What follows belongs to an exercise in optimizing a design on an open flow for small area, a short achievable clock period and few clock cycles; a production flow would make more cautious choices. The RTL was checked by simulation tests, not by an equivalence proof against the original design. Power is estimated from default activity; no workload was simulated.

==> module riscv_multiplier, before the edit <==
module riscv_multiplier
(
     input           clk_i
    ,input           rst_i
    ,input           opcode_valid_i
    ,input  [ 31:0]  opcode_opcode_i
    ,input  [ 31:0]  opcode_pc_i
    ,input           opcode_invalid_i
    ,input  [  4:0]  opcode_rd_idx_i
    ,input  [  4:0]  opcode_ra_idx_i
    ,input  [  4:0]  opcode_rb_idx_i
    ,input  [ 31:0]  opcode_ra_operand_i
    ,input  [ 31:0]  opcode_rb_operand_i
    ,input           hold_i
    ,input  [ 31:0]  operand_a_e1_i         
    ,input  [ 31:0]  operand_b_e1_i
    ,output [ 31:0]  writeback_value_o
);
localparam MULT_STAGES = 2;  
reg [32:0]   operand_a_e1_q;
reg [32:0]   operand_b_e1_q;
reg          mulhi_sel_e1_q;
reg  [32:0]  operand_b_r;
reg  [32:0]  operand_a_r;
reg  [31:0]  result_r;
wire mult_inst_w    = ((opcode_opcode_i & 32'hfe00707f) == 32'h2000033)        || 
                      ((opcode_opcode_i & 32'hfe00707f) == 32'h2001033)      ||
                      ((opcode_opcode_i & 32'hfe00707f) == 32'h2002033)  ||
                      ((opcode_opcode_i & 32'hfe00707f) == 32'h2003033);
reg a_signed_e1_q;
reg b_signed_e1_q;
always @(posedge clk_i)
if (~hold_i)
begin
    a_signed_e1_q  <= ((opcode_opcode_i & 32'hfe00707f) == 32'h2002033) || ((opcode_opcode_i & 32'hfe00707f) == 32'h2001033);
    b_signed_e1_q  <= ((opcode_opcode_i & 32'hfe00707f) == 32'h2001033);
    mulhi_sel_e1_q <= ~((opcode_opcode_i & 32'hfe00707f) == 32'h2000033);
end
reg [31:0] mul_a_e1_q;
always @(posedge clk_i)
if (~hold_i && mult_inst_w)
    mul_a_e1_q <= opcode_ra_operand_i;
always @ *
begin
    operand_a_e1_q = {a_signed_e1_q & mul_a_e1_q[31], mul_a_e1_q};
    operand_b_e1_q = {b_signed_e1_q & operand_b_e1_i[31], operand_b_e1_i};
end
wire [63:0] csa_sum_w;
wire [63:0] csa_carry_w;
riscv_mul_csa
u_csa
(
     .a_i(operand_a_e1_q)
    ,.b_i(operand_b_e1_q)
    ,.sum_o(csa_sum_w)
    ,.carry_o(csa_carry_w)
);
reg  [63:0] sum_q;
reg  [63:0] carry_q;
reg         mulhi_sel_e2_q;
always @(posedge clk_i)
if (~hold_i)
begin
    sum_q          <= csa_sum_w;
    carry_q        <= csa_carry_w;
    mulhi_sel_e2_q <= mulhi_sel_e1_q;
end
wire [63:0] prod_w = sum_q + carry_q;
always @ *
begin
    result_r = mulhi_sel_e2_q ? prod_w[63:32] : prod_w[31:0];
end
assign writeback_value_o  = result_r;
endmodule
Settings: LEC_CHECK=0, CAP_MARGIN=30, CORE_MARGIN=2, CORE_UTILIZATION=50, CTS_CLUSTER_DIAMETER=80, CTS_CLUSTER_SIZE=24, GPL_ROUTABILITY_DRIVEN=1, PLACE_DENSITY=0.75, SETUP_SLACK_MARGIN=5, SLEW_MARGIN=30; clock period 13.0 ns.
standard.sh (not shown) runs the stock make flow with config.mk's settings and CLKGATE_MAP_FILE= SYNTH_SCRIPT=/design/flow/synth_recipe.tcl, a recipe that flattens the netlist after the stock synthesis.
==> flow/flow/run.sh <==
#!/bin/bash
set -euo pipefail
export BUFFER_PORTS_ARGS="-buffer_cell sky130_fd_sc_hd__buf_4"
bash standard.sh SETUP_SLACK_MARGIN=6 finish > standard.log 2>&1
The first run finished with max-capacitance violations left.
Testbench counts at the start, summed over its fixed seeds: cycles 592,794.
==> next run, changes <==
--- a/flow/design.v
+++ b/flow/design.v
@@ -2398,13 +2398,9 @@
     b_signed_e1_q  <= ((opcode_opcode_i & 32'hfe00707f) == 32'h2001033);
     mulhi_sel_e1_q <= ~((opcode_opcode_i & 32'hfe00707f) == 32'h2000033);
 end
-reg [31:0] mul_a_e1_q;
-always @(posedge clk_i)
-if (~hold_i && mult_inst_w)
-    mul_a_e1_q <= opcode_ra_operand_i;
 always @ *
 begin
-    operand_a_e1_q = {a_signed_e1_q & mul_a_e1_q[31], mul_a_e1_q};
+    operand_a_e1_q = {a_signed_e1_q & operand_a_e1_i[31], operand_a_e1_i};
     operand_b_e1_q = {b_signed_e1_q & operand_b_e1_i[31], operand_b_e1_i};
 end
 wire [63:0] csa_sum_w;
After rerunning:
- The changed run went through all stages and came out clean
- clock skew rises by 0.032 ns
- die area falls slightly
- cell area falls slightly
- final cell count hardly moves
- first-iteration DRC count rises by a few percent
- non-clock buffer count rises by 83
- via count rises slightly
- global-route usage rises by 0.17 points
- worst setup slack is better by 0.015 ns
- utilization rises by 0.27 points
- routed wire length rises slightly
- sequential power falls by a few percent
- sequential share of layout area falls by 0.39 points
- clock-buffer cell count does not change
Testbench counts after the change, summed over its fixed seeds: cycles 592,794.

---

RTL: one of the versions met above, not the one the previous note started from.
Size in the first run: about 14,000 cells after synthesis, roughly 2,300 flip-flops, about 150,000 µm² of cells after synthesis.
==> flow/design.v (excerpt) <==
module riscv_core
#(
     parameter SUPPORT_MULDIV   = 1
    ,parameter SUPPORT_SUPER    = 0
    ,parameter SUPPORT_MMU      = 0
    ,parameter SUPPORT_LOAD_BYPASS = 1
    ,parameter SUPPORT_MUL_BYPASS = 1
    ,parameter SUPPORT_REGFILE_XILINX = 0
    ,parameter EXTRA_DECODE_STAGE = 0
    ,parameter MEM_CACHE_ADDR_MIN = 32'h80000000
    ,parameter MEM_CACHE_ADDR_MAX = 32'h8fffffff
)
(
     input           clk_i
    ,input           rst_i
    ,input  [ 31:0]  mem_d_data_rd_i
    ,input           mem_d_accept_i
    ,input           mem_d_ack_i
    ,input           mem_d_error_i
    ,input  [ 10:0]  mem_d_resp_tag_i
    ,input           mem_i_accept_i
    ,input           mem_i_valid_i
    ,input           mem_i_error_i
    ,input  [ 31:0]  mem_i_inst_i
    ,input           intr_i
    ,input  [ 31:0]  reset_vector_i
    ,input  [ 31:0]  cpu_id_i
    ,output [ 31:0]  mem_d_addr_o
    ,output [ 31:0]  mem_d_data_wr_o
    ,output          mem_d_rd_o
    ,output [  3:0]  mem_d_wr_o
    ,output          mem_d_cacheable_o
    ,output [ 10:0]  mem_d_req_tag_o
    ,output          mem_d_invalidate_o
    ,output          mem_d_writeback_o
    ,output          mem_d_flush_o
    ,output          mem_i_rd_o
    ,output          mem_i_flush_o
    ,output          mem_i_invalidate_o
    ,output [ 31:0]  mem_i_pc_o
);
wire           mmu_lsu_writeback_w;
wire  [  1:0]  fetch_in_priv_w;
wire  [  4:0]  mul_opcode_rd_idx_w;
wire           mmu_flush_w;
wire  [ 31:0]  lsu_opcode_pc_w;
wire           fetch_accept_w;
wire  [  4:0]  csr_opcode_rd_idx_w;
wire  [ 31:0]  branch_exec_source_w;
wire  [ 31:0]  csr_opcode_rb_operand_w;
wire  [ 31:0]  writeback_div_value_w;
wire           csr_opcode_valid_w;
wire           branch_csr_request_w;
wire  [ 31:0]  mmu_ifetch_inst_w;
wire  [ 31:0]  opcode_pc_w;
wire  [  4:0]  opcode_rb_idx_w;
wire           mmu_lsu_error_w;
wire           mul_opcode_valid_w;
wire           mmu_mxr_w;
wire  [  1:0]  branch_d_exec_priv_w;
wire           mmu_ifetch_valid_w;
wire           csr_opcode_invalid_w;
wire  [  5:0]  csr_writeback_exception_w;
  ...
==> module riscv_multiplier, before the edit <==
module riscv_multiplier
(
     input           clk_i
    ,input           rst_i
    ,input           opcode_valid_i
    ,input  [ 31:0]  opcode_opcode_i
    ,input  [ 31:0]  opcode_pc_i
    ,input           opcode_invalid_i
    ,input  [  4:0]  opcode_rd_idx_i
    ,input  [  4:0]  opcode_ra_idx_i
    ,input  [  4:0]  opcode_rb_idx_i
    ,input  [ 31:0]  opcode_ra_operand_i
    ,input  [ 31:0]  opcode_rb_operand_i
    ,input           hold_i
    ,input  [ 31:0]  operand_a_e1_i         
    ,input  [ 31:0]  operand_b_e1_i
    ,output [ 31:0]  writeback_value_o
);
localparam MULT_STAGES = 2;  
reg [32:0]   operand_a_e1_q;
reg [32:0]   operand_b_e1_q;
reg          mulhi_sel_e1_q;
reg  [32:0]  operand_b_r;
reg  [32:0]  operand_a_r;
reg  [31:0]  result_r;
wire mult_inst_w    = ((opcode_opcode_i & 32'hfe00707f) == 32'h2000033)        || 
                      ((opcode_opcode_i & 32'hfe00707f) == 32'h2001033)      ||
                      ((opcode_opcode_i & 32'hfe00707f) == 32'h2002033)  ||
                      ((opcode_opcode_i & 32'hfe00707f) == 32'h2003033);
reg a_signed_e1_q;
reg b_signed_e1_q;
always @(posedge clk_i)
if (~hold_i)
begin
    a_signed_e1_q  <= ((opcode_opcode_i & 32'hfe00707f) == 32'h2002033) || ((opcode_opcode_i & 32'hfe00707f) == 32'h2001033);
    b_signed_e1_q  <= ((opcode_opcode_i & 32'hfe00707f) == 32'h2001033);
    mulhi_sel_e1_q <= ~((opcode_opcode_i & 32'hfe00707f) == 32'h2000033);
end
always @ *
begin
    operand_a_e1_q = {a_signed_e1_q & operand_a_e1_i[31], operand_a_e1_i};
    operand_b_e1_q = {b_signed_e1_q & operand_b_e1_i[31], operand_b_e1_i};
end
wire [63:0] csa_sum_w;
wire [63:0] csa_carry_w;
riscv_mul_csa
u_csa
(
     .a_i(operand_a_e1_q)
    ,.b_i(operand_b_e1_q)
    ,.sum_o(csa_sum_w)
    ,.carry_o(csa_carry_w)
);
reg  [63:0] sum_q;
reg  [63:0] carry_q;
reg         mulhi_sel_e2_q;
always @(posedge clk_i)
if (~hold_i)
begin
    sum_q          <= csa_sum_w;
    carry_q        <= csa_carry_w;
    mulhi_sel_e2_q <= mulhi_sel_e1_q;
end
wire [63:0] prod_w = sum_q + carry_q;
always @ *
begin
    result_r = mulhi_sel_e2_q ? prod_w[63:32] : prod_w[31:0];
end
assign writeback_value_o  = result_r;
endmodule
Settings: LEC_CHECK=0, CAP_MARGIN=30, CORE_MARGIN=2, CORE_UTILIZATION=50, CTS_CLUSTER_DIAMETER=80, CTS_CLUSTER_SIZE=24, GPL_ROUTABILITY_DRIVEN=1, SETUP_SLACK_MARGIN=5, SLEW_MARGIN=30; clock period 13.0 ns.
Scripts as last shown in full above: flow/flow/run.sh
The starting point passed the timing, design-rule and antenna checks.
Testbench counts at the start, summed over its fixed seeds: cycles 592,794.
Then changed:
--- a/flow/design.v
+++ b/flow/design.v
@@ -2396,13 +2396,17 @@
 begin
     a_signed_e1_q  <= ((opcode_opcode_i & 32'hfe00707f) == 32'h2002033) || ((opcode_opcode_i & 32'hfe00707f) == 32'h2001033);
     b_signed_e1_q  <= ((opcode_opcode_i & 32'hfe00707f) == 32'h2001033);
     mulhi_sel_e1_q <= ~((opcode_opcode_i & 32'hfe00707f) == 32'h2000033);
 end
+reg [31:0] mul_a_e1_q;
+always @(posedge clk_i)
+if (~hold_i && mult_inst_w)
+    mul_a_e1_q <= opcode_ra_operand_i;
 always @ *
 begin
-    operand_a_e1_q = {a_signed_e1_q & operand_a_e1_i[31], operand_a_e1_i};
+    operand_a_e1_q = {a_signed_e1_q & mul_a_e1_q[31], mul_a_e1_q};
     operand_b_e1_q = {b_signed_e1_q & operand_b_e1_i[31], operand_b_e1_i};
 end
 wire [63:0] csa_sum_w;
 wire [63:0] csa_carry_w;
 riscv_mul_csa
- The changed run ran to the end with no violations
- cell area climbs slightly
- routed wire length increases by a few percent
- non-clock buffer count drops by 37
- clock skew stays flat
- hold slack got worse by 0.016 ns
- sequential power grows by a few percent
- core utilization hardly moves
- cell count is higher slightly
- setup slack gains 0.13 ns
- first-iteration DRC count increases by roughly a tenth
- die area climbs slightly
- total power climbs by a few percent
Testbench counts after the change, summed over its fixed seeds: cycles 592,794.

what the ideal ports hide:
Ports are ideal in the flow. The routed layouts listed here were re-timed in OpenROAD.
Step 1 assumes that a clkbuf_16 drives the clock port and a buf_2 every other input.
Step 2, shift: input delay + t, output delay - t, t = (earliest + latest rising clock arrival at the registers) / 2. This alone moves slack from input paths to output paths.
Slacks: ideal / step 1 / step 2; pairs: ideal / step 1.
| run | t (ns) | setup WS [ns] | cell pins on the clock port's net |
|---|---|---|---|
| the first run of note 1 | 0.983 | 5.518 / 5.338 / 4.956 | 1 |
| the second run of note 1 | 0.985 | 5.533 / 5.415 / 4.918 | 1 |
| the first run of note 2 | 1.011 | 5.521 / 5.409 / 4.859 | 1 |
| the second run of note 2 | 1.019 | 5.653 / 5.511 / 4.916 | 1 |
For the second run of note 2, which loses most, drivers alone change the setup slack by -0.142 ns; drivers and shift together by -0.737 ns.
